What follows belongs to an exercise in optimizing a design on an open flow for small area and a short achievable clock period; a production flow would make more cautious choices. In this exercise RTL edits were held to simulation tests only and were not proved equivalent to the original. Power and IR drop assume default switching activity.

<file path="design/flow/design.v">
module rf_rd8(input [7:0] sel, input [7:0] d, output y);
assign y = |(sel & d);
endmodule
module rf_rd7(input [6:0] sel, input [6:0] d, output y);
assign y = |(sel & d);
endmodule
module rf_rdbit(input [31:1] sel, input [31:1] d, output q);
wire n1;
wire n2;
wire n3;
wire n4;
wire n5;
wire n6;
rf_rd8 u1(.sel(sel[8:1]), .d(d[8:1]), .y(n1));
rf_rd8 u2(.sel(sel[16:9]), .d(d[16:9]), .y(n2));
rf_rd8 u3(.sel(sel[24:17]), .d(d[24:17]), .y(n3));
rf_rd7 u4(.sel(sel[31:25]), .d(d[31:25]), .y(n4));
g_nor2 u5(.a(n1), .b(n2), .y(n5));
g_nor2 u6(.a(n3), .b(n4), .y(n6));
g_nand2 u7(.a(n5), .b(n6), .y(q));
endmodule
module g_inv(input a, output y);
assign y = ~a;
endmodule
module g_nand2(input a, b, output y);
assign y = ~(a & b);
endmodule
module g_nor2(input a, b, output y);
assign y = ~(a | b);
endmodule
module g_nand4(input a, b, c, d, output y);
assign y = ~(a & b & c & d);
endmodule
module g_aoi21(input a, b, c, output y);
assign y = ~((a & b) | c);
endmodule
module g_oai21(input a, b, c, output y);
assign y = ~((a | b) & c);
endmodule
module g_aoi22(input a, b, c, d, output y);
assign y = ~((a & b) | (c & d));
endmodule
module g_xor2(input a, b, output y);
assign y = a ^ b;
endmodule
module g_xnor2(input a, b, output y);
assign y = ~(a ^ b);
endmodule
module add_ksp(input [31:0] a, input [31:0] b, output [31:0] s, output [31:0] p);
wire n1;
wire n2;
wire n3;
wire n4;
wire n5;
wire n6;
wire n7;
wire n8;
wire n9;
wire n10;
wire n11;
wire n12;
wire n13;
wire n14;
wire n15;
wire n16;
wire n17;
wire n18;
wire n19;
wire n20;
wire n21;
wire n22;
wire n23;
wire n24;
wire n25;
wire n26;
wire n27;
wire n28;
wire n29;
wire n30;
wire n31;
wire n32;
wire n33;
wire n34;
wire n35;
wire n36;
wire n37;
wire n38;
wire n39;
wire n40;
wire n41;
wire n42;
wire n43;
wire n44;
wire n45;
wire n46;
wire n47;
wire n48;
wire n49;
wire n50;
wire n51;
wire n52;
wire n53;
wire n54;
wire n55;
wire n56;
wire n57;
wire n58;
wire n59;
wire n60;
wire n61;
wire n62;
wire n63;
wire n64;
wire n97;
wire n98;
wire n99;
wire n100;
wire n101;
wire n102;
wire n103;
wire n104;
wire n105;
wire n106;
wire n107;
wire n108;
wire n109;
wire n110;
wire n111;
wire n112;
wire n113;
wire n114;
wire n115;
wire n116;
wire n117;
wire n118;
wire n119;
wire n120;
wire n121;
wire n122;
wire n123;
wire n124;
wire n125;
wire n126;
wire n127;
wire n128;
wire n129;
wire n130;
wire n131;
wire n132;
wire n133;
wire n134;
wire n135;
wire n136;
wire n137;
wire n138;
wire n139;
wire n140;
wire n141;
wire n142;
wire n143;
wire n144;
wire n145;
wire n146;
wire n147;
wire n148;
wire n149;
wire n150;
wire n151;
wire n152;
wire n153;
wire n154;
wire n155;
wire n156;
wire n157;
wire n158;
wire n159;
wire n160;
wire n161;
wire n162;
wire n163;
wire n164;
wire n165;
wire n166;
wire n167;
wire n168;
wire n169;
wire n170;
wire n171;
wire n172;
wire n173;
wire n174;
wire n175;
wire n176;
wire n177;
wire n178;
wire n179;
wire n180;
wire n181;
wire n182;
wire n183;
wire n184;
wire n185;
wire n186;
wire n187;
wire n188;
wire n189;
wire n190;
wire n191;
wire n192;
wire n193;
wire n194;
wire n195;
wire n196;
wire n197;
wire n198;
wire n199;
wire n200;
wire n201;
wire n202;
wire n203;
wire n204;
wire n205;
wire n206;
wire n207;
wire n208;
wire n209;
wire n210;
wire n211;
wire n212;
wire n213;
wire n214;
wire n215;
wire n216;
wire n217;
wire n218;
wire n219;
wire n220;
wire n221;
wire n222;
wire n223;
wire n224;
wire n225;
wire n226;
wire n227;
wire n228;
wire n229;
wire n230;
wire n231;
wire n232;
wire n233;
wire n234;
wire n235;
wire n236;
wire n237;
wire n238;
wire n239;
wire n240;
wire n241;
wire n242;
wire n243;
wire n244;
wire n245;
wire n246;
wire n247;
wire n248;
wire n249;
wire n250;
wire n251;
wire n252;
wire n253;
wire n254;
wire n255;
wire n256;
wire n257;
wire n258;
wire n259;
wire n260;
wire n261;
wire n262;
wire n263;
wire n264;
wire n265;
wire n266;
wire n267;
wire n268;
wire n269;
wire n270;
wire n271;
wire n272;
wire n273;
wire n274;
wire n275;
wire n276;
wire n277;
wire n278;
wire n279;
wire n280;
wire n281;
wire n282;
wire n283;
wire n284;
wire n285;
wire n286;
wire n287;
wire n288;
wire n289;
wire n290;
wire n291;
wire n292;
wire n293;
wire n294;
wire n295;
wire n296;
wire n297;
wire n298;
wire n299;
wire n300;
wire n301;
wire n302;
wire n303;
wire n304;
wire n305;
wire n306;
wire n307;
wire n308;
wire n309;
wire n310;
wire n311;
wire n312;
wire n313;
wire n314;
wire n315;
wire n316;
wire n317;
wire n318;
wire n319;
wire n320;
wire n321;
wire n322;
wire n323;
wire n324;
wire n325;
wire n326;
wire n327;
wire n328;
wire n329;
wire n330;
wire n331;
wire n332;
wire n333;
wire n334;
wire n335;
wire n336;
wire n337;
wire n338;
g_nand2 u1(.a(a[0]), .b(b[0]), .y(n1));
g_nor2 u2(.a(a[0]), .b(b[0]), .y(n2));
g_nand2 u3(.a(a[1]), .b(b[1]), .y(n3));
g_nor2 u4(.a(a[1]), .b(b[1]), .y(n4));
g_nand2 u5(.a(a[2]), .b(b[2]), .y(n5));
g_nor2 u6(.a(a[2]), .b(b[2]), .y(n6));
g_nand2 u7(.a(a[3]), .b(b[3]), .y(n7));
g_nor2 u8(.a(a[3]), .b(b[3]), .y(n8));
g_nand2 u9(.a(a[4]), .b(b[4]), .y(n9));
g_nor2 u10(.a(a[4]), .b(b[4]), .y(n10));
g_nand2 u11(.a(a[5]), .b(b[5]), .y(n11));
g_nor2 u12(.a(a[5]), .b(b[5]), .y(n12));
g_nand2 u13(.a(a[6]), .b(b[6]), .y(n13));
g_nor2 u14(.a(a[6]), .b(b[6]), .y(n14));
g_nand2 u15(.a(a[7]), .b(b[7]), .y(n15));
g_nor2 u16(.a(a[7]), .b(b[7]), .y(n16));
g_nand2 u17(.a(a[8]), .b(b[8]), .y(n17));
g_nor2 u18(.a(a[8]), .b(b[8]), .y(n18));
g_nand2 u19(.a(a[9]), .b(b[9]), .y(n19));
g_nor2 u20(.a(a[9]), .b(b[9]), .y(n20));
g_nand2 u21(.a(a[10]), .b(b[10]), .y(n21));
g_nor2 u22(.a(a[10]), .b(b[10]), .y(n22));
g_nand2 u23(.a(a[11]), .b(b[11]), .y(n23));
g_nor2 u24(.a(a[11]), .b(b[11]), .y(n24));
g_nand2 u25(.a(a[12]), .b(b[12]), .y(n25));
g_nor2 u26(.a(a[12]), .b(b[12]), .y(n26));
g_nand2 u27(.a(a[13]), .b(b[13]), .y(n27));
g_nor2 u28(.a(a[13]), .b(b[13]), .y(n28));
g_nand2 u29(.a(a[14]), .b(b[14]), .y(n29));
g_nor2 u30(.a(a[14]), .b(b[14]), .y(n30));
g_nand2 u31(.a(a[15]), .b(b[15]), .y(n31));
g_nor2 u32(.a(a[15]), .b(b[15]), .y(n32));
g_nand2 u33(.a(a[16]), .b(b[16]), .y(n33));
g_nor2 u34(.a(a[16]), .b(b[16]), .y(n34));
g_nand2 u35(.a(a[17]), .b(b[17]), .y(n35));
g_nor2 u36(.a(a[17]), .b(b[17]), .y(n36));
g_nand2 u37(.a(a[18]), .b(b[18]), .y(n37));
g_nor2 u38(.a(a[18]), .b(b[18]), .y(n38));
g_nand2 u39(.a(a[19]), .b(b[19]), .y(n39));
g_nor2 u40(.a(a[19]), .b(b[19]), .y(n40));
g_nand2 u41(.a(a[20]), .b(b[20]), .y(n41));
g_nor2 u42(.a(a[20]), .b(b[20]), .y(n42));
g_nand2 u43(.a(a[21]), .b(b[21]), .y(n43));
g_nor2 u44(.a(a[21]), .b(b[21]), .y(n44));
g_nand2 u45(.a(a[22]), .b(b[22]), .y(n45));
g_nor2 u46(.a(a[22]), .b(b[22]), .y(n46));
g_nand2 u47(.a(a[23]), .b(b[23]), .y(n47));
g_nor2 u48(.a(a[23]), .b(b[23]), .y(n48));
g_nand2 u49(.a(a[24]), .b(b[24]), .y(n49));
g_nor2 u50(.a(a[24]), .b(b[24]), .y(n50));
g_nand2 u51(.a(a[25]), .b(b[25]), .y(n51));
g_nor2 u52(.a(a[25]), .b(b[25]), .y(n52));
g_nand2 u53(.a(a[26]), .b(b[26]), .y(n53));
g_nor2 u54(.a(a[26]), .b(b[26]), .y(n54));
g_nand2 u55(.a(a[27]), .b(b[27]), .y(n55));
g_nor2 u56(.a(a[27]), .b(b[27]), .y(n56));
g_nand2 u57(.a(a[28]), .b(b[28]), .y(n57));
g_nor2 u58(.a(a[28]), .b(b[28]), .y(n58));
g_nand2 u59(.a(a[29]), .b(b[29]), .y(n59));
g_nor2 u60(.a(a[29]), .b(b[29]), .y(n60));
g_nand2 u61(.a(a[30]), .b(b[30]), .y(n61));
g_nor2 u62(.a(a[30]), .b(b[30]), .y(n62));
g_nand2 u63(.a(a[31]), .b(b[31]), .y(n63));
g_nor2 u64(.a(a[31]), .b(b[31]), .y(n64));
g_xor2 u65(.a(a[0]), .b(b[0]), .y(p[0]));
g_xor2 u66(.a(a[1]), .b(b[1]), .y(p[1]));
g_xor2 u67(.a(a[2]), .b(b[2]), .y(p[2]));
g_xor2 u68(.a(a[3]), .b(b[3]), .y(p[3]));
g_xor2 u69(.a(a[4]), .b(b[4]), .y(p[4]));
g_xor2 u70(.a(a[5]), .b(b[5]), .y(p[5]));
g_xor2 u71(.a(a[6]), .b(b[6]), .y(p[6]));
g_xor2 u72(.a(a[7]), .b(b[7]), .y(p[7]));
g_xor2 u73(.a(a[8]), .b(b[8]), .y(p[8]));
g_xor2 u74(.a(a[9]), .b(b[9]), .y(p[9]));
g_xor2 u75(.a(a[10]), .b(b[10]), .y(p[10]));
g_xor2 u76(.a(a[11]), .b(b[11]), .y(p[11]));
g_xor2 u77(.a(a[12]), .b(b[12]), .y(p[12]));
g_xor2 u78(.a(a[13]), .b(b[13]), .y(p[13]));
g_xor2 u79(.a(a[14]), .b(b[14]), .y(p[14]));
g_xor2 u80(.a(a[15]), .b(b[15]), .y(p[15]));
g_xor2 u81(.a(a[16]), .b(b[16]), .y(p[16]));
g_xor2 u82(.a(a[17]), .b(b[17]), .y(p[17]));
g_xor2 u83(.a(a[18]), .b(b[18]), .y(p[18]));
g_xor2 u84(.a(a[19]), .b(b[19]), .y(p[19]));
g_xor2 u85(.a(a[20]), .b(b[20]), .y(p[20]));
g_xor2 u86(.a(a[21]), .b(b[21]), .y(p[21]));
g_xor2 u87(.a(a[22]), .b(b[22]), .y(p[22]));
g_xor2 u88(.a(a[23]), .b(b[23]), .y(p[23]));
g_xor2 u89(.a(a[24]), .b(b[24]), .y(p[24]));
g_xor2 u90(.a(a[25]), .b(b[25]), .y(p[25]));
g_xor2 u91(.a(a[26]), .b(b[26]), .y(p[26]));
g_xor2 u92(.a(a[27]), .b(b[27]), .y(p[27]));
g_xor2 u93(.a(a[28]), .b(b[28]), .y(p[28]));
g_xor2 u94(.a(a[29]), .b(b[29]), .y(p[29]));
g_xor2 u95(.a(a[30]), .b(b[30]), .y(p[30]));
g_xor2 u96(.a(a[31]), .b(b[31]), .y(p[31]));
g_oai21 u97(.a(n4), .b(n1), .c(n3), .y(n97));
g_oai21 u98(.a(n6), .b(n3), .c(n5), .y(n98));
g_nor2 u99(.a(n6), .b(n4), .y(n99));
g_oai21 u100(.a(n8), .b(n5), .c(n7), .y(n100));
g_nor2 u101(.a(n8), .b(n6), .y(n101));
g_oai21 u102(.a(n10), .b(n7), .c(n9), .y(n102));
g_nor2 u103(.a(n10), .b(n8), .y(n103));
g_oai21 u104(.a(n12), .b(n9), .c(n11), .y(n104));
g_nor2 u105(.a(n12), .b(n10), .y(n105));
g_oai21 u106(.a(n14), .b(n11), .c(n13), .y(n106));
g_nor2 u107(.a(n14), .b(n12), .y(n107));
g_oai21 u108(.a(n16), .b(n13), .c(n15), .y(n108));
g_nor2 u109(.a(n16), .b(n14), .y(n109));
g_oai21 u110(.a(n18), .b(n15), .c(n17), .y(n110));
g_nor2 u111(.a(n18), .b(n16), .y(n111));
g_oai21 u112(.a(n20), .b(n17), .c(n19), .y(n112));
g_nor2 u113(.a(n20), .b(n18), .y(n113));
g_oai21 u114(.a(n22), .b(n19), .c(n21), .y(n114));
g_nor2 u115(.a(n22), .b(n20), .y(n115));
g_oai21 u116(.a(n24), .b(n21), .c(n23), .y(n116));
g_nor2 u117(.a(n24), .b(n22), .y(n117));
g_oai21 u118(.a(n26), .b(n23), .c(n25), .y(n118));
g_nor2 u119(.a(n26), .b(n24), .y(n119));
g_oai21 u120(.a(n28), .b(n25), .c(n27), .y(n120));
g_nor2 u121(.a(n28), .b(n26), .y(n121));
g_oai21 u122(.a(n30), .b(n27), .c(n29), .y(n122));
g_nor2 u123(.a(n30), .b(n28), .y(n123));
g_oai21 u124(.a(n32), .b(n29), .c(n31), .y(n124));
g_nor2 u125(.a(n32), .b(n30), .y(n125));
g_oai21 u126(.a(n34), .b(n31), .c(n33), .y(n126));
g_nor2 u127(.a(n34), .b(n32), .y(n127));
g_oai21 u128(.a(n36), .b(n33), .c(n35), .y(n128));
g_nor2 u129(.a(n36), .b(n34), .y(n129));
g_oai21 u130(.a(n38), .b(n35), .c(n37), .y(n130));
g_nor2 u131(.a(n38), .b(n36), .y(n131));
g_oai21 u132(.a(n40), .b(n37), .c(n39), .y(n132));
g_nor2 u133(.a(n40), .b(n38), .y(n133));
g_oai21 u134(.a(n42), .b(n39), .c(n41), .y(n134));
g_nor2 u135(.a(n42), .b(n40), .y(n135));
g_oai21 u136(.a(n44), .b(n41), .c(n43), .y(n136));
g_nor2 u137(.a(n44), .b(n42), .y(n137));
g_oai21 u138(.a(n46), .b(n43), .c(n45), .y(n138));
g_nor2 u139(.a(n46), .b(n44), .y(n139));
g_oai21 u140(.a(n48), .b(n45), .c(n47), .y(n140));
g_nor2 u141(.a(n48), .b(n46), .y(n141));
g_oai21 u142(.a(n50), .b(n47), .c(n49), .y(n142));
g_nor2 u143(.a(n50), .b(n48), .y(n143));
g_oai21 u144(.a(n52), .b(n49), .c(n51), .y(n144));
g_nor2 u145(.a(n52), .b(n50), .y(n145));
g_oai21 u146(.a(n54), .b(n51), .c(n53), .y(n146));
g_nor2 u147(.a(n54), .b(n52), .y(n147));
g_oai21 u148(.a(n56), .b(n53), .c(n55), .y(n148));
g_nor2 u149(.a(n56), .b(n54), .y(n149));
g_oai21 u150(.a(n58), .b(n55), .c(n57), .y(n150));
g_nor2 u151(.a(n58), .b(n56), .y(n151));
g_oai21 u152(.a(n60), .b(n57), .c(n59), .y(n152));
g_nor2 u153(.a(n60), .b(n58), .y(n153));
g_oai21 u154(.a(n62), .b(n59), .c(n61), .y(n154));
g_nor2 u155(.a(n62), .b(n60), .y(n155));
g_oai21 u156(.a(n64), .b(n61), .c(n63), .y(n156));
g_nor2 u157(.a(n64), .b(n62), .y(n157));
g_inv u158(.a(n1), .y(n158));
g_aoi21 u159(.a(n99), .b(n158), .c(n98), .y(n159));
g_aoi21 u160(.a(n101), .b(n97), .c(n100), .y(n160));
g_aoi21 u161(.a(n103), .b(n98), .c(n102), .y(n161));
g_nand2 u162(.a(n103), .b(n99), .y(n162));
g_aoi21 u163(.a(n105), .b(n100), .c(n104), .y(n163));
g_nand2 u164(.a(n105), .b(n101), .y(n164));
g_aoi21 u165(.a(n107), .b(n102), .c(n106), .y(n165));
g_nand2 u166(.a(n107), .b(n103), .y(n166));
g_aoi21 u167(.a(n109), .b(n104), .c(n108), .y(n167));
g_nand2 u168(.a(n109), .b(n105), .y(n168));
g_aoi21 u169(.a(n111), .b(n106), .c(n110), .y(n169));
g_nand2 u170(.a(n111), .b(n107), .y(n170));
g_aoi21 u171(.a(n113), .b(n108), .c(n112), .y(n171));
g_nand2 u172(.a(n113), .b(n109), .y(n172));
g_aoi21 u173(.a(n115), .b(n110), .c(n114), .y(n173));
g_nand2 u174(.a(n115), .b(n111), .y(n174));
g_aoi21 u175(.a(n117), .b(n112), .c(n116), .y(n175));
g_nand2 u176(.a(n117), .b(n113), .y(n176));
g_aoi21 u177(.a(n119), .b(n114), .c(n118), .y(n177));
g_nand2 u178(.a(n119), .b(n115), .y(n178));
g_aoi21 u179(.a(n121), .b(n116), .c(n120), .y(n179));
g_nand2 u180(.a(n121), .b(n117), .y(n180));
g_aoi21 u181(.a(n123), .b(n118), .c(n122), .y(n181));
g_nand2 u182(.a(n123), .b(n119), .y(n182));
g_aoi21 u183(.a(n125), .b(n120), .c(n124), .y(n183));
g_nand2 u184(.a(n125), .b(n121), .y(n184));
g_aoi21 u185(.a(n127), .b(n122), .c(n126), .y(n185));
g_nand2 u186(.a(n127), .b(n123), .y(n186));
g_aoi21 u187(.a(n129), .b(n124), .c(n128), .y(n187));
g_nand2 u188(.a(n129), .b(n125), .y(n188));
g_aoi21 u189(.a(n131), .b(n126), .c(n130), .y(n189));
g_nand2 u190(.a(n131), .b(n127), .y(n190));
g_aoi21 u191(.a(n133), .b(n128), .c(n132), .y(n191));
g_nand2 u192(.a(n133), .b(n129), .y(n192));
g_aoi21 u193(.a(n135), .b(n130), .c(n134), .y(n193));
g_nand2 u194(.a(n135), .b(n131), .y(n194));
g_aoi21 u195(.a(n137), .b(n132), .c(n136), .y(n195));
g_nand2 u196(.a(n137), .b(n133), .y(n196));
g_aoi21 u197(.a(n139), .b(n134), .c(n138), .y(n197));
g_nand2 u198(.a(n139), .b(n135), .y(n198));
g_aoi21 u199(.a(n141), .b(n136), .c(n140), .y(n199));
g_nand2 u200(.a(n141), .b(n137), .y(n200));
g_aoi21 u201(.a(n143), .b(n138), .c(n142), .y(n201));
g_nand2 u202(.a(n143), .b(n139), .y(n202));
g_aoi21 u203(.a(n145), .b(n140), .c(n144), .y(n203));
g_nand2 u204(.a(n145), .b(n141), .y(n204));
g_aoi21 u205(.a(n147), .b(n142), .c(n146), .y(n205));
g_nand2 u206(.a(n147), .b(n143), .y(n206));
g_aoi21 u207(.a(n149), .b(n144), .c(n148), .y(n207));
g_nand2 u208(.a(n149), .b(n145), .y(n208));
g_aoi21 u209(.a(n151), .b(n146), .c(n150), .y(n209));
g_nand2 u210(.a(n151), .b(n147), .y(n210));
g_aoi21 u211(.a(n153), .b(n148), .c(n152), .y(n211));
g_nand2 u212(.a(n153), .b(n149), .y(n212));
g_aoi21 u213(.a(n155), .b(n150), .c(n154), .y(n213));
g_nand2 u214(.a(n155), .b(n151), .y(n214));
g_aoi21 u215(.a(n157), .b(n152), .c(n156), .y(n215));
g_nand2 u216(.a(n157), .b(n153), .y(n216));
g_inv u217(.a(n158), .y(n217));
g_inv u218(.a(n97), .y(n218));
g_oai21 u219(.a(n162), .b(n217), .c(n161), .y(n219));
g_oai21 u220(.a(n164), .b(n218), .c(n163), .y(n220));
g_oai21 u221(.a(n166), .b(n159), .c(n165), .y(n221));
g_oai21 u222(.a(n168), .b(n160), .c(n167), .y(n222));
g_oai21 u223(.a(n170), .b(n161), .c(n169), .y(n223));
g_nor2 u224(.a(n170), .b(n162), .y(n224));
g_oai21 u225(.a(n172), .b(n163), .c(n171), .y(n225));
g_nor2 u226(.a(n172), .b(n164), .y(n226));
g_oai21 u227(.a(n174), .b(n165), .c(n173), .y(n227));
g_nor2 u228(.a(n174), .b(n166), .y(n228));
g_oai21 u229(.a(n176), .b(n167), .c(n175), .y(n229));
g_nor2 u230(.a(n176), .b(n168), .y(n230));
g_oai21 u231(.a(n178), .b(n169), .c(n177), .y(n231));
g_nor2 u232(.a(n178), .b(n170), .y(n232));
g_oai21 u233(.a(n180), .b(n171), .c(n179), .y(n233));
g_nor2 u234(.a(n180), .b(n172), .y(n234));
g_oai21 u235(.a(n182), .b(n173), .c(n181), .y(n235));
g_nor2 u236(.a(n182), .b(n174), .y(n236));
g_oai21 u237(.a(n184), .b(n175), .c(n183), .y(n237));
g_nor2 u238(.a(n184), .b(n176), .y(n238));
g_oai21 u239(.a(n186), .b(n177), .c(n185), .y(n239));
g_nor2 u240(.a(n186), .b(n178), .y(n240));
g_oai21 u241(.a(n188), .b(n179), .c(n187), .y(n241));
g_nor2 u242(.a(n188), .b(n180), .y(n242));
g_oai21 u243(.a(n190), .b(n181), .c(n189), .y(n243));
g_nor2 u244(.a(n190), .b(n182), .y(n244));
g_oai21 u245(.a(n192), .b(n183), .c(n191), .y(n245));
g_nor2 u246(.a(n192), .b(n184), .y(n246));
g_oai21 u247(.a(n194), .b(n185), .c(n193), .y(n247));
g_nor2 u248(.a(n194), .b(n186), .y(n248));
g_oai21 u249(.a(n196), .b(n187), .c(n195), .y(n249));
g_nor2 u250(.a(n196), .b(n188), .y(n250));
g_oai21 u251(.a(n198), .b(n189), .c(n197), .y(n251));
g_nor2 u252(.a(n198), .b(n190), .y(n252));
g_oai21 u253(.a(n200), .b(n191), .c(n199), .y(n253));
g_nor2 u254(.a(n200), .b(n192), .y(n254));
g_oai21 u255(.a(n202), .b(n193), .c(n201), .y(n255));
g_nor2 u256(.a(n202), .b(n194), .y(n256));
g_oai21 u257(.a(n204), .b(n195), .c(n203), .y(n257));
g_nor2 u258(.a(n204), .b(n196), .y(n258));
g_oai21 u259(.a(n206), .b(n197), .c(n205), .y(n259));
g_nor2 u260(.a(n206), .b(n198), .y(n260));
g_oai21 u261(.a(n208), .b(n199), .c(n207), .y(n261));
g_nor2 u262(.a(n208), .b(n200), .y(n262));
g_oai21 u263(.a(n210), .b(n201), .c(n209), .y(n263));
g_nor2 u264(.a(n210), .b(n202), .y(n264));
g_oai21 u265(.a(n212), .b(n203), .c(n211), .y(n265));
g_nor2 u266(.a(n212), .b(n204), .y(n266));
g_oai21 u267(.a(n214), .b(n205), .c(n213), .y(n267));
g_nor2 u268(.a(n214), .b(n206), .y(n268));
g_oai21 u269(.a(n216), .b(n207), .c(n215), .y(n269));
g_nor2 u270(.a(n216), .b(n208), .y(n270));
g_inv u271(.a(n217), .y(n271));
g_inv u272(.a(n218), .y(n272));
g_inv u273(.a(n159), .y(n273));
g_inv u274(.a(n160), .y(n274));
g_aoi21 u275(.a(n224), .b(n271), .c(n223), .y(n275));
g_aoi21 u276(.a(n226), .b(n272), .c(n225), .y(n276));
g_aoi21 u277(.a(n228), .b(n273), .c(n227), .y(n277));
g_aoi21 u278(.a(n230), .b(n274), .c(n229), .y(n278));
g_aoi21 u279(.a(n232), .b(n219), .c(n231), .y(n279));
g_aoi21 u280(.a(n234), .b(n220), .c(n233), .y(n280));
g_aoi21 u281(.a(n236), .b(n221), .c(n235), .y(n281));
g_aoi21 u282(.a(n238), .b(n222), .c(n237), .y(n282));
g_aoi21 u283(.a(n240), .b(n223), .c(n239), .y(n283));
g_nand2 u284(.a(n240), .b(n224), .y(n284));
g_aoi21 u285(.a(n242), .b(n225), .c(n241), .y(n285));
g_nand2 u286(.a(n242), .b(n226), .y(n286));
g_aoi21 u287(.a(n244), .b(n227), .c(n243), .y(n287));
g_nand2 u288(.a(n244), .b(n228), .y(n288));
g_aoi21 u289(.a(n246), .b(n229), .c(n245), .y(n289));
g_nand2 u290(.a(n246), .b(n230), .y(n290));
g_aoi21 u291(.a(n248), .b(n231), .c(n247), .y(n291));
g_nand2 u292(.a(n248), .b(n232), .y(n292));
g_aoi21 u293(.a(n250), .b(n233), .c(n249), .y(n293));
g_nand2 u294(.a(n250), .b(n234), .y(n294));
g_aoi21 u295(.a(n252), .b(n235), .c(n251), .y(n295));
g_nand2 u296(.a(n252), .b(n236), .y(n296));
g_aoi21 u297(.a(n254), .b(n237), .c(n253), .y(n297));
g_nand2 u298(.a(n254), .b(n238), .y(n298));
g_aoi21 u299(.a(n256), .b(n239), .c(n255), .y(n299));
g_nand2 u300(.a(n256), .b(n240), .y(n300));
g_aoi21 u301(.a(n258), .b(n241), .c(n257), .y(n301));
g_nand2 u302(.a(n258), .b(n242), .y(n302));
g_aoi21 u303(.a(n260), .b(n243), .c(n259), .y(n303));
g_nand2 u304(.a(n260), .b(n244), .y(n304));
g_aoi21 u305(.a(n262), .b(n245), .c(n261), .y(n305));
g_nand2 u306(.a(n262), .b(n246), .y(n306));
g_aoi21 u307(.a(n264), .b(n247), .c(n263), .y(n307));
g_nand2 u308(.a(n264), .b(n248), .y(n308));
g_aoi21 u309(.a(n266), .b(n249), .c(n265), .y(n309));
g_nand2 u310(.a(n266), .b(n250), .y(n310));
g_aoi21 u311(.a(n268), .b(n251), .c(n267), .y(n311));
g_nand2 u312(.a(n268), .b(n252), .y(n312));
g_aoi21 u313(.a(n270), .b(n253), .c(n269), .y(n313));
g_nand2 u314(.a(n270), .b(n254), .y(n314));
g_inv u315(.a(n271), .y(n315));
g_inv u316(.a(n272), .y(n316));
g_inv u317(.a(n273), .y(n317));
g_inv u318(.a(n274), .y(n318));
g_inv u319(.a(n219), .y(n319));
g_inv u320(.a(n220), .y(n320));
g_inv u321(.a(n221), .y(n321));
g_inv u322(.a(n222), .y(n322));
g_oai21 u323(.a(n284), .b(n315), .c(n283), .y(n323));
g_oai21 u324(.a(n286), .b(n316), .c(n285), .y(n324));
g_oai21 u325(.a(n288), .b(n317), .c(n287), .y(n325));
g_oai21 u326(.a(n290), .b(n318), .c(n289), .y(n326));
g_oai21 u327(.a(n292), .b(n319), .c(n291), .y(n327));
g_oai21 u328(.a(n294), .b(n320), .c(n293), .y(n328));
g_oai21 u329(.a(n296), .b(n321), .c(n295), .y(n329));
g_oai21 u330(.a(n298), .b(n322), .c(n297), .y(n330));
g_oai21 u331(.a(n300), .b(n275), .c(n299), .y(n331));
g_oai21 u332(.a(n302), .b(n276), .c(n301), .y(n332));
g_oai21 u333(.a(n304), .b(n277), .c(n303), .y(n333));
g_oai21 u334(.a(n306), .b(n278), .c(n305), .y(n334));
g_oai21 u335(.a(n308), .b(n279), .c(n307), .y(n335));
g_oai21 u336(.a(n310), .b(n280), .c(n309), .y(n336));
g_oai21 u337(.a(n312), .b(n281), .c(n311), .y(n337));
g_oai21 u338(.a(n314), .b(n282), .c(n313), .y(n338));
g_xnor2 u339(.a(p[1]), .b(n315), .y(s[1]));
g_xnor2 u340(.a(p[2]), .b(n316), .y(s[2]));
g_xnor2 u341(.a(p[3]), .b(n317), .y(s[3]));
g_xnor2 u342(.a(p[4]), .b(n318), .y(s[4]));
g_xnor2 u343(.a(p[5]), .b(n319), .y(s[5]));
g_xnor2 u344(.a(p[6]), .b(n320), .y(s[6]));
g_xnor2 u345(.a(p[7]), .b(n321), .y(s[7]));
g_xnor2 u346(.a(p[8]), .b(n322), .y(s[8]));
g_xnor2 u347(.a(p[9]), .b(n275), .y(s[9]));
g_xnor2 u348(.a(p[10]), .b(n276), .y(s[10]));
g_xnor2 u349(.a(p[11]), .b(n277), .y(s[11]));
g_xnor2 u350(.a(p[12]), .b(n278), .y(s[12]));
g_xnor2 u351(.a(p[13]), .b(n279), .y(s[13]));
g_xnor2 u352(.a(p[14]), .b(n280), .y(s[14]));
g_xnor2 u353(.a(p[15]), .b(n281), .y(s[15]));
g_xnor2 u354(.a(p[16]), .b(n282), .y(s[16]));
g_xor2 u355(.a(p[17]), .b(n323), .y(s[17]));
g_xor2 u356(.a(p[18]), .b(n324), .y(s[18]));
g_xor2 u357(.a(p[19]), .b(n325), .y(s[19]));
g_xor2 u358(.a(p[20]), .b(n326), .y(s[20]));
g_xor2 u359(.a(p[21]), .b(n327), .y(s[21]));
g_xor2 u360(.a(p[22]), .b(n328), .y(s[22]));
g_xor2 u361(.a(p[23]), .b(n329), .y(s[23]));
g_xor2 u362(.a(p[24]), .b(n330), .y(s[24]));
g_xor2 u363(.a(p[25]), .b(n331), .y(s[25]));
g_xor2 u364(.a(p[26]), .b(n332), .y(s[26]));
g_xor2 u365(.a(p[27]), .b(n333), .y(s[27]));
g_xor2 u366(.a(p[28]), .b(n334), .y(s[28]));
g_xor2 u367(.a(p[29]), .b(n335), .y(s[29]));
g_xor2 u368(.a(p[30]), .b(n336), .y(s[30]));
g_xor2 u369(.a(p[31]), .b(n337), .y(s[31]));
assign s[0] = p[0];
endmodule
module xor32(input [31:0] a, input [31:0] b, output [31:0] y);
assign y = a ^ b;
endmodule
module add_sk_cy(input [31:0] a, input [31:0] b, input [31:0] p, input cin, output [31:0] c);
wire [31:0] g = a & b;
wire g_0 = g[0] | (p[0] & cin);
wire G0_1 = g[1] | (p[1] & g_0);
wire G0_3 = g[3] | (p[3] & g[2]);
wire P0_3 = p[3] & p[2];
wire G0_5 = g[5] | (p[5] & g[4]);
wire P0_5 = p[5] & p[4];
wire G0_7 = g[7] | (p[7] & g[6]);
wire P0_7 = p[7] & p[6];
wire G0_9 = g[9] | (p[9] & g[8]);
wire P0_9 = p[9] & p[8];
wire G0_11 = g[11] | (p[11] & g[10]);
wire P0_11 = p[11] & p[10];
wire G0_13 = g[13] | (p[13] & g[12]);
wire P0_13 = p[13] & p[12];
wire G0_15 = g[15] | (p[15] & g[14]);
wire P0_15 = p[15] & p[14];
wire G0_17 = g[17] | (p[17] & g[16]);
wire P0_17 = p[17] & p[16];
wire G0_19 = g[19] | (p[19] & g[18]);
wire P0_19 = p[19] & p[18];
wire G0_21 = g[21] | (p[21] & g[20]);
wire P0_21 = p[21] & p[20];
wire G0_23 = g[23] | (p[23] & g[22]);
wire P0_23 = p[23] & p[22];
wire G0_25 = g[25] | (p[25] & g[24]);
wire P0_25 = p[25] & p[24];
wire G0_27 = g[27] | (p[27] & g[26]);
wire P0_27 = p[27] & p[26];
wire G0_29 = g[29] | (p[29] & g[28]);
wire P0_29 = p[29] & p[28];
wire G0_31 = g[31] | (p[31] & g[30]);
wire P0_31 = p[31] & p[30];
wire G1_2 = g[2] | (p[2] & G0_1);
wire G1_3 = G0_3 | (P0_3 & G0_1);
wire G1_6 = g[6] | (p[6] & G0_5);
wire P1_6 = p[6] & P0_5;
wire G1_7 = G0_7 | (P0_7 & G0_5);
wire P1_7 = P0_7 & P0_5;
wire G1_10 = g[10] | (p[10] & G0_9);
wire P1_10 = p[10] & P0_9;
wire G1_11 = G0_11 | (P0_11 & G0_9);
wire P1_11 = P0_11 & P0_9;
wire G1_14 = g[14] | (p[14] & G0_13);
wire P1_14 = p[14] & P0_13;
wire G1_15 = G0_15 | (P0_15 & G0_13);
wire P1_15 = P0_15 & P0_13;
wire G1_18 = g[18] | (p[18] & G0_17);
wire P1_18 = p[18] & P0_17;
wire G1_19 = G0_19 | (P0_19 & G0_17);
wire P1_19 = P0_19 & P0_17;
wire G1_22 = g[22] | (p[22] & G0_21);
wire P1_22 = p[22] & P0_21;
wire G1_23 = G0_23 | (P0_23 & G0_21);
wire P1_23 = P0_23 & P0_21;
wire G1_26 = g[26] | (p[26] & G0_25);
wire P1_26 = p[26] & P0_25;
wire G1_27 = G0_27 | (P0_27 & G0_25);
wire P1_27 = P0_27 & P0_25;
wire G1_30 = g[30] | (p[30] & G0_29);
wire P1_30 = p[30] & P0_29;
wire G1_31 = G0_31 | (P0_31 & G0_29);
wire P1_31 = P0_31 & P0_29;
wire G2_4 = g[4] | (p[4] & G1_3);
wire G2_5 = G0_5 | (P0_5 & G1_3);
wire G2_6 = G1_6 | (P1_6 & G1_3);
wire G2_7 = G1_7 | (P1_7 & G1_3);
wire G2_12 = g[12] | (p[12] & G1_11);
wire P2_12 = p[12] & P1_11;
wire G2_13 = G0_13 | (P0_13 & G1_11);
wire P2_13 = P0_13 & P1_11;
wire G2_14 = G1_14 | (P1_14 & G1_11);
wire P2_14 = P1_14 & P1_11;
wire G2_15 = G1_15 | (P1_15 & G1_11);
wire P2_15 = P1_15 & P1_11;
wire G2_20 = g[20] | (p[20] & G1_19);
wire P2_20 = p[20] & P1_19;
wire G2_21 = G0_21 | (P0_21 & G1_19);
wire P2_21 = P0_21 & P1_19;
wire G2_22 = G1_22 | (P1_22 & G1_19);
wire P2_22 = P1_22 & P1_19;
wire G2_23 = G1_23 | (P1_23 & G1_19);
wire P2_23 = P1_23 & P1_19;
wire G2_28 = g[28] | (p[28] & G1_27);
wire P2_28 = p[28] & P1_27;
wire G2_29 = G0_29 | (P0_29 & G1_27);
wire P2_29 = P0_29 & P1_27;
wire G2_30 = G1_30 | (P1_30 & G1_27);
wire P2_30 = P1_30 & P1_27;
wire G2_31 = G1_31 | (P1_31 & G1_27);
wire P2_31 = P1_31 & P1_27;
wire G3_8 = g[8] | (p[8] & G2_7);
wire G3_9 = G0_9 | (P0_9 & G2_7);
wire G3_10 = G1_10 | (P1_10 & G2_7);
wire G3_11 = G1_11 | (P1_11 & G2_7);
wire G3_12 = G2_12 | (P2_12 & G2_7);
wire G3_13 = G2_13 | (P2_13 & G2_7);
wire G3_14 = G2_14 | (P2_14 & G2_7);
wire G3_15 = G2_15 | (P2_15 & G2_7);
wire G3_24 = g[24] | (p[24] & G2_23);
wire P3_24 = p[24] & P2_23;
wire G3_25 = G0_25 | (P0_25 & G2_23);
wire P3_25 = P0_25 & P2_23;
wire G3_26 = G1_26 | (P1_26 & G2_23);
wire P3_26 = P1_26 & P2_23;
wire G3_27 = G1_27 | (P1_27 & G2_23);
wire P3_27 = P1_27 & P2_23;
wire G3_28 = G2_28 | (P2_28 & G2_23);
wire P3_28 = P2_28 & P2_23;
wire G3_29 = G2_29 | (P2_29 & G2_23);
wire P3_29 = P2_29 & P2_23;
wire G3_30 = G2_30 | (P2_30 & G2_23);
wire P3_30 = P2_30 & P2_23;
wire G3_31 = G2_31 | (P2_31 & G2_23);
wire P3_31 = P2_31 & P2_23;
wire G4_16 = g[16] | (p[16] & G3_15);
wire G4_17 = G0_17 | (P0_17 & G3_15);
wire G4_18 = G1_18 | (P1_18 & G3_15);
wire G4_19 = G1_19 | (P1_19 & G3_15);
wire G4_20 = G2_20 | (P2_20 & G3_15);
wire G4_21 = G2_21 | (P2_21 & G3_15);
wire G4_22 = G2_22 | (P2_22 & G3_15);
wire G4_23 = G2_23 | (P2_23 & G3_15);
wire G4_24 = G3_24 | (P3_24 & G3_15);
wire G4_25 = G3_25 | (P3_25 & G3_15);
wire G4_26 = G3_26 | (P3_26 & G3_15);
wire G4_27 = G3_27 | (P3_27 & G3_15);
wire G4_28 = G3_28 | (P3_28 & G3_15);
wire G4_29 = G3_29 | (P3_29 & G3_15);
wire G4_30 = G3_30 | (P3_30 & G3_15);
wire G4_31 = G3_31 | (P3_31 & G3_15);
assign c[0] = g_0;
assign c[1] = G0_1;
assign c[2] = G1_2;
assign c[3] = G1_3;
assign c[4] = G2_4;
assign c[5] = G2_5;
assign c[6] = G2_6;
assign c[7] = G2_7;
assign c[8] = G3_8;
assign c[9] = G3_9;
assign c[10] = G3_10;
assign c[11] = G3_11;
assign c[12] = G3_12;
assign c[13] = G3_13;
assign c[14] = G3_14;
assign c[15] = G3_15;
assign c[16] = G4_16;
assign c[17] = G4_17;
assign c[18] = G4_18;
assign c[19] = G4_19;
assign c[20] = G4_20;
assign c[21] = G4_21;
assign c[22] = G4_22;
assign c[23] = G4_23;
assign c[24] = G4_24;
assign c[25] = G4_25;
assign c[26] = G4_26;
assign c[27] = G4_27;
assign c[28] = G4_28;
assign c[29] = G4_29;
assign c[30] = G4_30;
assign c[31] = G4_31;
endmodule
module add_sk(input [31:0] a, input [31:0] b, input cin, output [31:0] s, output [31:0] p, output cout);
wire [31:0] c;
xor32 u_p(.a(a), .b(b), .y(p));
add_sk_cy u_c(.a(a), .b(b), .p(p), .cin(cin), .c(c));
xor32 u_s(.a(p), .b({c[30:0], cin}), .y(s));
assign cout = c[31];
endmodule
module ltu32(input [31:0] a, input [31:0] b, input [31:0] p, output lt);
wire [31:0] g = a & ~b;
wire [31:0] q = ~p;
wire G0_0 = g[1] | (q[1] & (g[0] | q[0]));
wire G0_2 = g[3] | (q[3] & g[2]);
wire P0_2 = q[3] & q[2];
wire G0_4 = g[5] | (q[5] & g[4]);
wire P0_4 = q[5] & q[4];
wire G0_6 = g[7] | (q[7] & g[6]);
wire P0_6 = q[7] & q[6];
wire G0_8 = g[9] | (q[9] & g[8]);
wire P0_8 = q[9] & q[8];
wire G0_10 = g[11] | (q[11] & g[10]);
wire P0_10 = q[11] & q[10];
wire G0_12 = g[13] | (q[13] & g[12]);
wire P0_12 = q[13] & q[12];
wire G0_14 = g[15] | (q[15] & g[14]);
wire P0_14 = q[15] & q[14];
wire G0_16 = g[17] | (q[17] & g[16]);
wire P0_16 = q[17] & q[16];
wire G0_18 = g[19] | (q[19] & g[18]);
wire P0_18 = q[19] & q[18];
wire G0_20 = g[21] | (q[21] & g[20]);
wire P0_20 = q[21] & q[20];
wire G0_22 = g[23] | (q[23] & g[22]);
wire P0_22 = q[23] & q[22];
wire G0_24 = g[25] | (q[25] & g[24]);
wire P0_24 = q[25] & q[24];
wire G0_26 = g[27] | (q[27] & g[26]);
wire P0_26 = q[27] & q[26];
wire G0_28 = g[29] | (q[29] & g[28]);
wire P0_28 = q[29] & q[28];
wire G0_30 = g[31] | (q[31] & g[30]);
wire P0_30 = q[31] & q[30];
wire G1_0 = G0_2 | (P0_2 & G0_0);
wire G1_2 = G0_6 | (P0_6 & G0_4);
wire P1_2 = P0_6 & P0_4;
wire G1_4 = G0_10 | (P0_10 & G0_8);
wire P1_4 = P0_10 & P0_8;
wire G1_6 = G0_14 | (P0_14 & G0_12);
wire P1_6 = P0_14 & P0_12;
wire G1_8 = G0_18 | (P0_18 & G0_16);
wire P1_8 = P0_18 & P0_16;
wire G1_10 = G0_22 | (P0_22 & G0_20);
wire P1_10 = P0_22 & P0_20;
wire G1_12 = G0_26 | (P0_26 & G0_24);
wire P1_12 = P0_26 & P0_24;
wire G1_14 = G0_30 | (P0_30 & G0_28);
wire P1_14 = P0_30 & P0_28;
wire G2_0 = G1_2 | (P1_2 & G1_0);
wire G2_2 = G1_6 | (P1_6 & G1_4);
wire P2_2 = P1_6 & P1_4;
wire G2_4 = G1_10 | (P1_10 & G1_8);
wire P2_4 = P1_10 & P1_8;
wire G2_6 = G1_14 | (P1_14 & G1_12);
wire P2_6 = P1_14 & P1_12;
wire G3_0 = G2_2 | (P2_2 & G2_0);
wire G3_2 = G2_6 | (P2_6 & G2_4);
wire P3_2 = P2_6 & P2_4;
wire G4_0 = G3_2 | (P3_2 & G3_0);
assign lt = ~G4_0;
endmodule
`timescale 1ns / 1ps
module rv_core(
    input clk,
    input rst_n,                 
    output [31:0] imem_addr,
    input  [31:0] imem_rdata,
    output [31:0] dmem_addr,
    output [31:0] dmem_wdata,
    output        dmem_we,
    input  [31:0] dmem_rdata
    );
wire [31:0] ins = imem_rdata;
wire [6:0]  op  = ins[6:0];
wire [2:0]  f3  = ins[14:12];
wire [4:0]  rd  = ins[11:7];
wire [4:0]  rs1 = ins[19:15];
wire [4:0]  rs2 = ins[24:20];
wire is_op    = (op == 7'b0110011);
wire is_opimm = (op == 7'b0010011);
wire is_lui   = (op == 7'b0110111);
wire is_load  = (op == 7'b0000011);
wire is_store = (op == 7'b0100011);
wire is_br    = (op == 7'b1100011);
wire is_jal   = (op == 7'b1101111);
reg  [31:1] pc_q;
wire [31:0] pc  = {pc_q, 1'b0};
wire [31:0] pc4 = {pc[31:2] + 30'd1, pc[1:0]};
reg  [31:0] rf [1:31];
wire        wen = rst_n & (is_op | is_opimm | is_lui | is_load | is_jal);
reg  [31:0] wdata;
integer k;
always @(posedge clk)
    for (k = 1; k < 32; k = k + 1)
        if (wen && rd == k)
            rf[k] <= wdata;
reg [31:1] sel1, sel2;
always @(*)
    for (k = 1; k < 32; k = k + 1) begin
        sel1[k] = (rs1 == k);
        sel2[k] = (rs2 == k);
    end
wire [31:0] r1, r2;
genvar i, j;
generate
    for (i = 0; i < 32; i = i + 1) begin : g_rd
        wire [31:1] col;
        for (j = 1; j < 32; j = j + 1) begin : g_c
            assign col[j] = rf[j][i];
        end
        rf_rdbit u_r1(.sel(sel1), .d(col), .q(r1[i]));
        rf_rdbit u_r2(.sel(sel2), .d(col), .q(r2[i]));
    end
endgenerate
wire [31:0] imm_is = {{21{ins[31]}}, ins[30:25], (ins[5] ? ins[11:7] : ins[24:20])};
wire        b_reg  = ins[5] & (ins[4] | ins[6]);
wire [31:0] b      = b_reg ? r2 : imm_is;
wire [31:0] sum;
wire [31:0] p;               
add_ksp u_add(.a(r1), .b(b), .s(sum), .p(p));
wire        ltu;
ltu32 u_ltu(.a(r1), .b(b), .p(p), .lt(ltu));
wire        lts    = (r1[31] ^ b[31]) ? r1[31] : ltu;
wire        eq     = ~|p;        
reg [31:0] alu;
always @(*)
    case (f3)
        3'b000:  alu = sum;
        3'b010:  alu = {31'd0, lts};
        3'b011:  alu = {31'd0, ltu};
        3'b110:  alu = r1 | b;
        default: alu = 32'd0;
    endcase
always @(*)
    if (ins[2])
        wdata = ins[3] ? pc4 : {ins[31:12], 12'd0};
    else
        wdata = ins[4] ? alu : dmem_rdata;
wire [31:0] imm_bj = ins[3] ? {{12{ins[31]}}, ins[19:12], ins[20], ins[30:21], 1'b0}
                            : {{20{ins[31]}}, ins[7], ins[30:25], ins[11:8], 1'b0};
wire [31:0] target;
wire [31:0] unused_p;
wire        unused_c;
add_sk u_tgt(.a(pc), .b(imm_bj), .cin(1'b0), .s(target), .p(unused_p), .cout(unused_c));
wire        taken  = (is_br & eq) | is_jal;
always @(posedge clk)
    if (~rst_n)
        pc_q <= 31'd0;
    else
        pc_q <= taken ? target[31:1] : pc4[31:1];
assign imem_addr  = pc;
assign dmem_addr  = sum;
assign dmem_wdata = r2;
assign dmem_we    = is_store & rst_n;
endmodule
</file>
<file path="design/flow/run.sh">
#!/bin/bash
# synth_recipe.tcl (not shown) runs the flow's synth.tcl, then flattens the netlist and writes it again
# the make line also repeats each setting of config.mk as NAME=value (left out here)
make -C /OpenROAD-flow-scripts/flow DESIGN_CONFIG=/design/flow/config.mk WORK_HOME=/design/flow/orfs CLKGATE_MAP_FILE= SYNTH_SCRIPT=/design/flow/synth_recipe.tcl finish
</file>
<file path="design/flow/config.mk">
export PLATFORM = sky130hd
export DESIGN_NAME = rv_core
export DESIGN_NICKNAME = rv_core
export VERILOG_FILES = /design/flow/design.v
export SDC_FILE = /design/flow/constraint.sdc
export NUM_CORES = 4
export LEC_CHECK = 0
export CAP_MARGIN = 20
export CORE_MARGIN = 2
export CORE_UTILIZATION = 55
export CTS_BUF_LIST = sky130_fd_sc_hd__clkbuf_4 sky130_fd_sc_hd__clkbuf_8
export SETUP_SLACK_MARGIN = 3.5
export SLEW_MARGIN = 20
export SYNTH_HIERARCHICAL = 1
</file>
<file path="design/flow/constraint.sdc">
create_clock -name core_clock -period 12.5 [get_ports {clk}]
set_input_delay 2.5000 -clock core_clock [delete_from_list [all_inputs] [get_ports {clk}]]
set_output_delay 2.5000 -clock core_clock [all_outputs]
set_load 0.01 [all_outputs]
</file>
==> metrics.md, run 1 <==
| Metric | Value |
|---|---|
| Core ar. | `85,400 µm²` |
| Commonest non-fill, non-tap cell in the layout | `edfxtp_1` |
| Crit-path cells | `clkdlybuf4s15_2 > nand3b_1 > buf_4 > buf_4 > nor2_2 > buf_4 > a22oi_1 > nand4_1 > nor2_1 > nand2_1 > nor2_4 > nor2_4 > a21oi_4 > o21ai_2 > buf_4 > a21oi_2 > o21ai_1 > xor2_1 > buf_2` |
| Crit-path max FO | `32` |
| Initial DRC count | `between 7,000 and 8,000` |
| Area of the multi-input gates | `around 19,000 µm²` |
| Tcrit/Tclk final | `approximately three quarters` |
| R2r setup slk | `approximately 7.5 ns` |
| CTS Sinks | `about 1,000` |
| H-tree levels | `4` |
| Max_slew headroom | `a little over a fifth` |
| P per Cell Area | `roughly 140 nW/µm²` |
| Fillers | `roughly 6,100` |
| Layer with the highest usage | `met2` |
| Post-Syn Area | `47,500 µm²` |
| Synthesized area per cell | `around 13 µm²` |
| Worst setup EP type | `output pin` |
| DR vias/cell | `roughly 7.6` |
| Crit path from | `imem_rdata[19]` |
| Max Cap Viol | `0` |
| First-pass GRT wire length | `283 mm` |
| Rows | `between 100 and 150` |
| Max Fclk | `about 110 MHz` |
| Most frequent cells in the layout | `992 x edfxtp_1, 894 x a22oi_1, 275 x buf_4` |
| Peak VDD IR | `roughly 0.00011 V` |
| Pin count of the biggest net entering global routing | `34` |
| FF-to-FF path depth | `16` |
| Reg2reg end | `rf[11][0]$_DFFE_PP_` |
| Cells after Synth | `between 3,000 and 4,000` |
| Met2 GRT Util | `a little under 70%` |
| Max-slew violations | `0` |
| Min-Delay Path Class | `flip-flop to flip-flop` |
| Routed len/inst | `37.7 µm` |
| Setup Crit Path Kind | `input pin to output pin` |
| Gp weighted congestion | `between 1 and 1.5` |
| Top delay family on crit path | `simple AND/OR/NAND/NOR gates` |
| FF+latch area | `roughly 30,000 µm²` |
| CTS tree | `built` |
| Min-delay src | `pc_q[1]$_SDFFE_PN0P_` |
| CTS Buffer Depth | `3` |
| Antenna violations before repair | `8` |
| Final setup viols | `0` |
| Clk latency of the worst-skew pair | `0.89 ns` |
| Worst Hold Endpoint | `pc_q[1]$_SDFFE_PN0P_` |
| Post-Route WL | `208 mm` |
| Hold Vio Cnt, Final | `0` |
| Final #Nets | `between 4,000 and 5,000` |
| Routing usage on met3 | `between 15 and 20%` |
| WHS Path Cells | `2` |
| Post-route ant nets | `0` |
| Slowest cell on crit path | `clkdlybuf4s15_2` |
| Overflow left after global routing | `0` |
| Min setup slack post-route | `3.28 ns` |
| CP Depth | `19` |
| Hold buffers post-CTS | `0` |
| Port bufs | `between 150 and 200` |
| Reg2reg start | `rf[6][25]$_DFFE_PP_` |
| Drt first pass iters | `8` |
| Measured slew at the worst slew-check pin | `1.18 ns` |
| CP startpoint kind | `input pin` |
| Number of global-route vias before repair | `between 30,000 and 40,000` |
| Root Buffer | `clkbuf_8` |
| Crit path time final | `9.22 ns` |
| Leak | `around 19 nW` |
| Required @ worst endpoint | `10.00 ns` |
| CTS buffer count | `between 150 and 200` |
| Io pins | `between 150 and 200` |
| Worst slack at placement | `between 1.5 and 2 ns` |
| Layout cells sized above 1 | `approximately a quarter` |
| Starting Density | `between 50 and 60%` |
| Clk slew on worst S/H paths | `~0.060 ns` |
| Via Count | `approximately 42,000` |
| Die Y-Extent | `between 200 and 300 µm` |
| Layout Skew | `approximately 0.056 ns` |
| Remaining DRCs | `0` |
| Outcome | `complete, no violations` |
| Critical path arrival | `about 6.7 ns` |
| CP bufs+invs | `6` |
| Global-route usage over all layers | `44.8%` |
| RSZ-0062 raised after global routing | `yes` |
| YS warnings | `8` |
| Final HPWL DP | `~130 mm` |
| CP max stage delay | `between 0.4 and 0.5 ns` |
| Die width | `roughly 300 µm` |
| Cell repeated most along the worst path | `buf_4` |
| Synth-to-Final Area Change | `23.8%` |
| GRT met1 Usage | `about 55%` |
| Full die area | `~89,000 µm²` |
| Final hold slack | `0.580 ns` |
| Setup tns final | `0 ns` |
==> worst max-delay path by stage <==
stage	endpoint	slack (ns)
floorplan	dmem_addr[27]	3.57
global placement	dmem_addr[24]	1.73
detailed placement	dmem_addr[24]	1.74
CTS	dmem_addr[24]	3.39
global route	dmem_addr[24]	3.37
finish	dmem_addr[29]	3.28
==> per-stage QoR <==
stage / std cells / area [µm²] / total power [mW] / util, %
2_1_floorplan: 3667 / 47600 / 4.47 / -
3_3_place_gp: 5049 / 52100 / 5.10 / 61.0
3_5_place_dp: 5049 / 52100 / 5.10 / 61.0
4_1_cts: 5442 / 57300 / 7.93 / 67.1
5_1_grt: 5502 / 58800 / 8.27 / 68.8
6_report: 5506 / 58800 / 8.10 / 68.9
==> area by class of cell <==
cell class / count / area share (%)
antenna: 5 / 0.0213
clock buffer: 211 / 4.47
clock inverter: 72 / 0.772
inverter: 42 / 0.268
multi-input combinational: 2513 / 32.3
sequential: 1023 / 51.7
tap: 1144 / 2.43
timing repair buffer: 496 / 8.06
==> registers in the layout (all words and copies together), names as in the netlist <==
register and count:
pc_q 31, rf 992
==> tightest hold or removal path, stage by stage, from the launching register on <==
cell and delay [ns]:
dfxtp_1 0.38, nand2_1 0.09, mux2i_1 0.06
==> power by group <==
| part | switching [mW] | internal, mW | leakage, nW |
|---|---|---|---|
| clock | 1.34 | 1.44 | 1.61 |
| sequential | 0.00464 | 3.80 | 9.32 |
| combinational | 1.02 | 0.490 | 8.24 |
| total | 2.37 | 5.73 | 19.2 |
==> what timing repair did <==
| item | in CTS | in global routing |
|---|---|---|
| endpoints found under the hold margin | 0 | 0 |
| gates resized for setup | 377 | 232 |
| endpoints found under the setup margin | 32 | 28 |
| gates cloned | 6 | 8 |
| pin swaps | 78 | 109 |
| setup buffers | 104 | 51 |
==> per-layer routing <==
metal	share of wire, %	routed length [µm]
met2	43	90200
met3	16	32900
met4	7.9	16300
met5	0.010	21
met1	33	68100
==> inputs of run 2 (changes only) <==
--- a/design/flow/config.mk
+++ b/design/flow/config.mk
@@ -7,8 +7,8 @@
 export LEC_CHECK = 0
 export CAP_MARGIN = 20
 export CORE_MARGIN = 2
-export CORE_UTILIZATION = 55
+export CORE_UTILIZATION = 65
 export CTS_BUF_LIST = sky130_fd_sc_hd__clkbuf_4 sky130_fd_sc_hd__clkbuf_8
-export SETUP_SLACK_MARGIN = 3.5
+export SETUP_SLACK_MARGIN = 4
 export SLEW_MARGIN = 20
 export SYNTH_HIERARCHICAL = 1
==> metrics.md, run 2 <==
| Metric | Value |
|---|---|
| Final #Nets | `about 4,200` |
| Setup tns final | `0 ns` |
| Max-slew violations | `0` |
| Full die area | `~75,000 µm²` |
| H-tree levels | `4` |
| Gp weighted congestion | `about 1.1` |
| RSZ-0062 raised after global routing | `yes` |
| Starting Density | `65.3%` |
| Clk slew on worst S/H paths | `roughly 0.060 ns` |
| Cells after Synth | `~3,700` |
| Global-route usage over all layers | `about 53%` |
| Max Cap Viol | `0` |
| Layout cells sized above 1 | `26.1%` |
| Measured slew at the worst slew-check pin | `1.23 ns` |
| Die Y-Extent | `between 200 and 300 µm` |
| Number of global-route vias before repair | `approximately 41,000` |
| Post-Route WL | `about 200 mm` |
| Final instance area | `just under 60,000 µm²` |
| Rows | `99` |
| Synth-to-Final Area Change | `23.3%` |
| Post-Syn Area | `approximately 47,000 µm²` |
| Top delay family on crit path | `simple AND/OR/NAND/NOR gates` |
| First-pass GRT wire length | `around 280 mm` |
| Required @ worst endpoint | `roughly 10 ns` |
| Die width | `approximately 270 µm` |
| Slowest cell on crit path | `nor2_1` |
| Routed len/inst | `roughly 39 µm` |
| Tcrit/Tclk final | `approximately 70%` |
| Min setup slack post-route | `about 3.8 ns` |
| Max reg flops | `around 990` |
| Crit path time final | `8.69 ns` |
| Remaining DRCs | `0` |
| Most frequent cells in the layout | `992 x edfxtp_1, 893 x a22oi_1, 213 x nand4_1` |
| DR vias/cell | `about 8.2` |
| Crit-path cells | `buf_2 > nand2b_4 > buf_12 > nor2_4 > buf_6 > a22oi_1 > nand4_1 > nor2_1 > nand2_1 > nor2_1 > nor2_1 > a21oi_2 > o21ai_1 > a21oi_2 > o21ai_2 > xor2_2 > buf_2` |
| Cell repeated most along the worst path | `nor2_1` |
| CP max stage delay | `0.46 ns` |
| CTS buffer count | `approximately 160` |
| Overflow left after global routing | `0` |
| Worst slack at placement | `1.74 ns` |
| Synthesized area per cell | `between 10 and 15 µm²` |
| Hold Vio Cnt, Final | `0` |
| Antenna violations before repair | `7` |
| Post-route ant nets | `0` |
| Setup Crit Path Kind | `input pin to output pin` |
| Core ar. | `72,700 µm²` |
| Initial DRC count | `a little under 10,000` |
| Pin count of the biggest net entering global routing | `34` |
| Clk latency of the worst-skew pair | `about 0.9 ns` |
| Min-Delay Path Class | `flip-flop to flip-flop` |
| Via Count | `between 40,000 and 50,000` |
| Max Fclk | `between 100 and 150 MHz` |
| CTS tree | `built` |
| Final setup viols | `0` |
| Crit-path max FO | `24` |
| CTS Sinks | `a little over 1,000` |
| Critical path arrival | `between 6 and 7 ns` |
| Layout Skew | `0.0654 ns` |
| Peak VDD IR | `0.000128 V` |
| Top flop regs | `rf (992), pc_q (31)` |
| CTS Buffer Depth | `3` |
| Io pins | `about 160` |
| Drt first pass iters | `14` |
| Final hold slack | `between 0.5 and 0.6 ns` |
| Root Buffer | `clkbuf_8` |
| Top reg by flops | `rf` |
| Commonest non-fill, non-tap cell in the layout | `edfxtp_1` |
| Max_slew headroom | `17.7%` |
| P per Cell Area | `~140 nW/µm²` |
| Worst setup EP type | `output pin` |
| Leak | `approximately 19 nW` |
| Outcome | `complete, no violations` |
| Tot Pwr | `just over 8 mW` |
| Port bufs | `between 150 and 200` |
| YS warnings | `8` |
| Placed instance area | `51,800 µm²` |
| CP bufs+invs | `4` |
| CP startpoint kind | `input pin` |
| Final HPWL DP | `~120 mm` |
run 2: repair_timing:
| item | 4_1_cts | 5_1_grt |
|---|---|---|
| gates cloned | 4 | 1 |
| endpoints found under the setup margin | 64 | 30 |
| pin swaps | 77 | 117 |
| hold buffers | 0 | 0 |
| gates resized for setup | 484 | 247 |
| buffers inserted | 93 | 39 |
run 2: area by class of cell:
type                    instances  area, µm²
diodes                          6       15.0
clock buffers                 212       2590
clock inverters                68        519
fillers                      3929      14200
inverters                      42        158
multi-input cells            2511      19300
flip-flops and latches       1023      30400
well taps                     959       1200
repair buffers                443       4330
run 2: tightest hold or removal path, stage by stage, from the launching register on:
cell and delay [ns]:
dfxtp_1 0.37, nand2_1 0.08, mux2i_1 0.06
run 2: routing by layer:
layer  part of all wire [%]  GRT usage [%]  routed length, µm
met1                     30           61.0              60200
met2                     42           75.7              85500
met3                     18           25.0              37100
met4                     10           41.4              20400
met5                  0.089              0                181
run 2: power breakdown:
group          internal (mW)  switching (mW)
Sequential              3.80         0.00456
Clock                   1.43            1.39
Combinational          0.485            1.03
Total                   5.72            2.42
run 2: worst paths after layout:
path,cells past startpoint,from,slack (ns),end
min,2,pc_q[1]$_SDFFE_PN0P_,0.55,pc_q[1]$_SDFFE_PN0P_
max,17,imem_rdata[18],3.81,dmem_addr[30]
max reg2reg,18,rf[25][1]$_DFFE_PP_,7.60,rf[31][0]$_DFFE_PP_
min reg2reg,2,pc_q[1]$_SDFFE_PN0P_,0.55,pc_q[1]$_SDFFE_PN0P_
run 2: metrics by stage:
step                      cells  utilization, %
after global routing       5259            80.5
after floorplan            3667               -
after global placement     4836            71.1
after detailed placement   4839            71.2
final                      5264            80.5
after CTS                  5216            78.5
==> inputs of run 3 (changes only) <==
==> design/flow/flow/run.sh (new file) <==
#!/bin/bash
# Layout flow: the standard layout (standard.sh: ORFS synthesis to final
# layout), run unchanged for synthesis, then with these differences:
#  * port buffers are buf_2 cells instead of ORFS's default choice (a
#    clkdlybuf4s50_1 delay cell); every port still gets its buffer;
#  * CTS builds its tree from clkbuf_8/clkbuf_16 with larger sink clusters and
#    no dummy loads.
# Each tool's full output goes to a log in this folder (and ORFS's own per-step
# logs under orfs/logs/).
set -euo pipefail
bash standard.sh synth > synth.log 2>&1
export BUFFER_PORTS_ARGS="-buffer_cell sky130_fd_sc_hd__buf_2"
export CTS_ARGS="-sink_clustering_enable -repair_clock_nets -dont_use_dummy_load -sink_clustering_size 20 -sink_clustering_max_diameter 80 -buf_list {sky130_fd_sc_hd__clkbuf_8 sky130_fd_sc_hd__clkbuf_16}"
bash standard.sh > layout.log 2>&1
==> design/flow/standard.sh (new file) <==
#!/bin/bash
# synth_recipe.tcl (not shown) runs the flow's synth.tcl, then flattens the netlist and writes it again
# the make line also repeats each setting of config.mk as NAME=value (left out here)
make -C /OpenROAD-flow-scripts/flow DESIGN_CONFIG=/design/flow/config.mk WORK_HOME=/design/flow/orfs CLKGATE_MAP_FILE= SYNTH_SCRIPT=/design/flow/synth_recipe.tcl "${@:-finish}"
--- a/design/flow/config.mk
+++ b/design/flow/config.mk
@@ -8,7 +8,6 @@
 export CAP_MARGIN = 20
 export CORE_MARGIN = 2
 export CORE_UTILIZATION = 65
-export CTS_BUF_LIST = sky130_fd_sc_hd__clkbuf_4 sky130_fd_sc_hd__clkbuf_8
 export SETUP_SLACK_MARGIN = 4
 export SLEW_MARGIN = 20
 export SYNTH_HIERARCHICAL = 1
removed: design/flow/run.sh
==> metrics.md, run 3 <==
| Metric | Value |
|---|---|
| Hold Vio Cnt, Final | `0` |
| Synth-to-Final Area Change | `17.1%` |
| Crit path time final | `about 8.6 ns` |
| Final hold slack | `roughly 0.56 ns` |
| Clk slew on worst S/H paths | `0.08 ns` |
| Outcome | `complete, no violations` |
| Synthesized area per cell | `between 10 and 15 µm²` |
| Min setup slack post-route | `3.91 ns` |
| Setup tns final | `0 ns` |
| Die Y-Extent | `around 270 µm` |
| Via Count | `around 42,000` |
| First-pass GRT wire length | `approximately 270 mm` |
| Max_slew headroom | `about 22%` |
| Measured slew at the worst slew-check pin | `~1.2 ns` |
| Crit-path cells | `buf_12 > nand2b_4 > buf_12 > buf_12 > nor3_4 > buf_4 > clkbuf_16 > a22oi_1 > nand4_1 > nor2_2 > nand2_1 > a21oi_1 > inv_1 > xor2_2 > xor2_1 > buf_4 > buf_2` |
| CTS Sinks | `~1,000` |
| Final instance area | `between 50,000 and 60,000 µm²` |
| Gp weighted congestion | `1.08` |
| Critical path arrival | `just over 6 ns` |
| Top reg by flops | `rf` |
| Routed len/inst | `approximately 40 µm` |
| Pin count of the biggest net entering global routing | `34` |
| Final setup viols | `0` |
| Hold buffers post-CTS | `0` |
| H-tree levels | `2` |
| CTS tree | `built` |
| DR vias/cell | `between 8 and 9` |
| Rows | `99` |
| RSZ-0062 raised after global routing | `yes` |
| Global-route usage over all layers | `around half` |
| Top flop regs | `rf (992), pc_q (31)` |
| Max-slew violations | `0` |
| Commonest non-fill, non-tap cell in the layout | `edfxtp_1` |
| Cells after Synth | `between 3,000 and 4,000` |
| Area of the multi-input gates | `roughly 19,000 µm²` |
| Slowest cell on crit path | `a21oi_1` |
| P per Cell Area | `about 130 nW/µm²` |
| CP startpoint kind | `input pin` |
| Post-Route WL | `roughly 200 mm` |
| CP bufs+invs | `8` |
| Remaining DRCs | `0` |
| FF+latch area | `about 30,000 µm²` |
| Most frequent cells in the layout | `992 x edfxtp_1, 890 x a22oi_1, 213 x nand4_1` |
| Fin util | `between 70% and 80%` |
| Worst slack at placement | `between 2 and 2.5 ns` |
| Required @ worst endpoint | `approximately 10 ns` |
| Top delay family on crit path | `buffers and inverters` |
| Drt first pass iters | `13` |
| Starting Density | `65.3%` |
| Root Buffer | `clkbuf_16` |
| Cell repeated most along the worst path | `buf_12` |
| Max Fclk | `116 MHz` |
| Overflow left after global routing | `0` |
| Initial DRC count | `approximately 9,000` |
| Port bufs | `161` |
| Max Cap Viol | `0` |
| CP max stage delay | `around 0.5 ns` |
| Layout Skew | `0.116 ns` |
| Placed cell count | `4,827` |
| Full die area | `between 70,000 and 80,000 µm²` |
| CTS buffer count | `60` |
| Antenna violations before repair | `8` |
| Die width | `~270 µm` |
| Layout cells sized above 1 | `between 20% and 30%` |
| Tcrit/Tclk final | `a little under 70%` |
| Max reg flops | `~1,000` |
| Finished Layout Cells | `~5,000` |
| YS warnings | `8` |
| Io pins | `around 160` |
| Final HPWL DP | `118 mm` |
| Tot Pwr | `around 7 mW` |
| Placed instance area | `50,800 µm²` |
| Core ar. | `a little over 70,000 µm²` |
| Fillers | `4,305` |
| Post-route ant nets | `0` |
| Number of global-route vias before repair | `39,100` |
| Min-Delay Path Class | `flip-flop to flip-flop` |
| Clk latency of the worst-skew pair | `roughly 0.71 ns` |
| Leak | `between 15 and 20 nW` |
| Crit-path max FO | `16` |
| Worst setup EP type | `output pin` |
| Final #Nets | `4,124` |
| CTS Buffer Depth | `3` |
| Setup Crit Path Kind | `input pin to output pin` |
| Post-Syn Area | `~47,000 µm²` |
| Peak VDD IR | `roughly 0.00012 V` |
-- run 3: cell types whose count changed in the layout (fill, tap and decap cells not counted), moves of 34 or more --
cell,before,now
clkdlybuf4s50_1,119,0
clkbuf_4,56,2
clkbuf_8,160,3
buf_2,15,152
nand2_1,145,180
buf_4,210,176
clkinv_1,40,2
clkbuf_16,1,62
-- run 3: timing repair --
action | 4_1_cts | 5_1_grt
gates resized for setup | 249 | 252
setup endpoints to repair | 32 | 29
buffers inserted | 68 | 45
pin swaps | 52 | 93
gates cloned | 10 | 2
endpoints found under the hold margin | 0 | 0
-- run 3: tightest hold or removal path, delay by kind of cell (launching register included) --
family	cells	cell delay, ns
muxes	1	0.06
DFF	1	0.38
and+or+nand+nor	1	0.08
-- run 3: layer usage --
metal | track usage [%] | up-vias | wire [µm]
met4 | 32.8 | 8 | 19300
met5 | 0 | - | 192
met2 | 77.4 | 4679 | 85300
met3 | 23.1 | 1408 | 37300
li1 | - | 16000 | -
met1 | 61.7 | 19500 | 58500
-- run 3: worst paths after layout --
check / from / end / slack [ns] / cells after the start
setup reg to reg: rf[25][0]$_DFFE_PP_ / rf[28][0]$_DFFE_PP_ / 7.05 / 16
hold reg to reg: pc_q[1]$_SDFFE_PN0P_ / pc_q[1]$_SDFFE_PN0P_ / 0.56 / 2
setup / recovery: imem_rdata[22] / dmem_addr[31] / 3.91 / 17
hold / removal: pc_q[1]$_SDFFE_PN0P_ / pc_q[1]$_SDFFE_PN0P_ / 0.56 / 2
-- run 3: power by group --
part	switching, mW	internal, mW	leakage (nW)	total [mW]
clock	1.04	0.844	0.739	1.89
sequential	0.00449	3.80	9.32	3.80
combinational	0.976	0.402	7.88	1.38
-- run 3: cell type report --
cell class	count	share of cell area, %
inverter	42	0.283
sequential	1023	54.7
multi-input combinational	2515	33.8
timing repair buffer	414	6.38
clock buffer	60	2.70
antenna	4	0.0180
tap	959	2.16

[separate check: timing with driven ports]
In the flow no input, the clock included, has a driving cell. The finished layouts below were timed again as built, in two steps.
Step 1 sets driving cells, clkbuf_16 on the clock port and buf_2 on the other inputs (assumed; they add their load-dependent delay and slew).
Step 2, shift: input delay + t, output delay - t, t = (earliest + latest rising clock arrival at the registers) / 2. This alone moves slack from input paths to output paths.
Three values: ideal ports, drivers, drivers and shift; two values: the first two.
run	shift t [ns]	setup slack, ns	worst setup path at the end
run 1	0.928	3.283 / 3.258 / 3.258	input to output
run 2	0.954	3.806 / 3.774 / 3.774	input to output
run 3	0.722	3.905 / 3.821 / 3.821	input to output
After both steps every run listed still meets setup and hold. For run 3, which loses most, drivers alone change the setup slack by -0.084 ns; drivers and shift together by -0.084 ns.
